What follows belongs to an exercise in optimizing a design on an open flow for small area and a short achievable clock period; a production flow would make more cautious choices. In this exercise RTL edits were held to simulation tests only and were not proved equivalent to the original. Power and IR drop assume default switching activity. No driver is modelled on the clock port, so clocking that relies on it looks cheaper here than on a real chip.

==> inputs of 09-21 <==
// mul_A
module mul_A (CLK, RESETn, a, b, y);
	input CLK;
	input RESETn;
	input [31:0] a, b;
	output [63:0] y;
	reg [31:0] b0;
	reg d0_n0;
	reg d0_o0;
	reg d0_t0;
	reg d0_n1;
	reg d0_o1;
	reg d0_t1;
	reg d0_n2;
	reg d0_o2;
	reg d0_t2;
	reg d0_n3;
	reg d0_o3;
	reg d0_t3;
	reg a0_7;
	reg a0_8;
	reg a0_9;
	reg a0_10;
	reg a0_11;
	reg a0_12;
	reg a0_13;
	reg a0_14;
	reg a0_15;
	reg a0_16;
	reg a0_17;
	reg a0_18;
	reg a0_19;
	reg a0_20;
	reg a0_21;
	reg a0_22;
	reg a0_23;
	reg a0_24;
	reg a0_25;
	reg a0_26;
	reg a0_27;
	reg a0_28;
	reg a0_29;
	reg a0_30;
	reg a0_31;
	reg m1_0_0;
	reg m1_0_1;
	reg m1_1_0;
	reg m1_2_0;
	reg m1_2_1;
	reg m1_3_0;
	reg m1_3_1;
	reg m1_4_0;
	reg m1_4_1;
	reg m1_5_0;
	reg m1_5_1;
	reg m1_6_0;
	reg m1_6_1;
	reg m1_7_0;
	reg m1_7_1;
	reg m1_8_0;
	reg m1_8_1;
	reg m1_9_0;
	reg m1_9_1;
	reg m1_10_0;
	reg m1_10_1;
	reg m1_11_0;
	reg m1_11_1;
	reg m1_12_0;
	reg m1_12_1;
	reg m1_13_0;
	reg m1_13_1;
	reg m1_14_0;
	reg m1_14_1;
	reg m1_15_0;
	reg m1_15_1;
	reg m1_16_0;
	reg m1_16_1;
	reg m1_17_0;
	reg m1_17_1;
	reg m1_18_0;
	reg m1_18_1;
	reg m1_19_0;
	reg m1_19_1;
	reg m1_20_0;
	reg m1_20_1;
	reg m1_21_0;
	reg m1_21_1;
	reg m1_22_0;
	reg m1_22_1;
	reg m1_23_0;
	reg m1_23_1;
	reg m1_24_0;
	reg m1_24_1;
	reg m1_25_0;
	reg m1_25_1;
	reg m1_26_0;
	reg m1_26_1;
	reg m1_27_0;
	reg m1_27_1;
	reg m1_28_0;
	reg m1_28_1;
	reg m1_29_0;
	reg m1_29_1;
	reg m1_30_0;
	reg m1_30_1;
	reg m1_31_0;
	reg m1_31_1;
	reg m1_32_0;
	reg m1_32_1;
	reg m1_33_0;
	reg m1_33_1;
	reg m1_34_0;
	reg m1_34_1;
	reg m1_35_0;
	reg m1_35_1;
	reg m1_36_0;
	reg m1_36_1;
	reg m1_37_0;
	reg m1_37_1;
	reg m1_38_0;
	reg m1_38_1;
	reg m1_39_0;
	reg m1_39_1;
	reg nd1;
	reg [31:0] b1;
	reg d1_n4;
	reg d1_o4;
	reg d1_t4;
	reg d1_n5;
	reg d1_o5;
	reg d1_t5;
	reg a1_11;
	reg a1_12;
	reg a1_13;
	reg a1_14;
	reg a1_15;
	reg a1_16;
	reg a1_17;
	reg a1_18;
	reg a1_19;
	reg a1_20;
	reg a1_21;
	reg a1_22;
  ...
make LEC_CHECK=0 CAP_MARGIN=20 CORE_MARGIN=2 CORE_UTILIZATION=55 CTS_CLUSTER_DIAMETER=70 CTS_CLUSTER_SIZE=32 SETUP_SLACK_MARGIN=2.85 SLEW_MARGIN=20 SYNTH_HIERARCHICAL=1 SYNTH_MINIMUM_KEEP_SIZE=0 finish   # period 5.0 ns
run.sh (not shown) runs the stock make flow with config.mk's settings and CLKGATE_MAP_FILE= SYNTH_SCRIPT=/design/flow/synth_recipe.tcl, a recipe that flattens the netlist after the stock synthesis.
==> 11-16: changes against 09-21 <==
Settings changed: CORE_UTILIZATION 55 to 70, CTS_CLUSTER_DIAMETER 70 to 120.
==> summary.txt <==
outcome complete, no violations; Global Route Usage Sum 16.95%; Starting DRT DRC Count 1541; pin count of the biggest net entering global routing 71; placed cells 6657; std cell rows 135; met3 usage 2.680%; vias in the first global route 35740; multi-input combinational area share 26.75%; Cell Int Power 41.31 mW
[end of results for 09-21]
==> summary.txt <==
pin count of the biggest net entering global routing 47; Cell Int Power 39.03 mW; Starting DRT DRC Count 1792; Post-Synth XOR/XNOR Area 6.902%; Global Route Usage Sum 21.10%; multi-input combinational area share 27.58%; placed cells 6282; met3 usage 2.400%; vias in the first global route 36460; outcome complete, no violations
[end of results for 11-16]

-- separate check: timing with driven ports --
The flow's constraints put no driver on any port. The routed layouts listed below were extracted and timed again, unchanged, in two steps. Step 1 (the two cells are an assumption about what drives the block):
set clk [get_ports {CLK}]
set_driving_cell -lib_cell sky130_fd_sc_hd__clkbuf_16 $clk
set_driving_cell -lib_cell sky130_fd_sc_hd__buf_2 [delete_from_list [all_inputs] $clk]
Step 2 times the ports against the registers' clock, not the clock port: input delays grow and output delays shrink by t, the midpoint of the rising clock arrivals with the driver on. Three values: ideal ports, drivers, drivers and shift; two values: the first two.
| run | shift t [ns] | setup WS [ns] | worst setup path after step 2 | worst data-port slew with drivers (ns) | cell pins on the clock port's net |
|---|---|---|---|---|---|
| 09-21 | 0.834 | 2.774 / 2.701 / 2.774 | register to register | 0.06 | 1 |
| 11-16 | 0.784 | 2.797 / 2.756 / 2.797 | register to register | 0.07 | 1 |
After both steps every run listed still meets setup and hold.
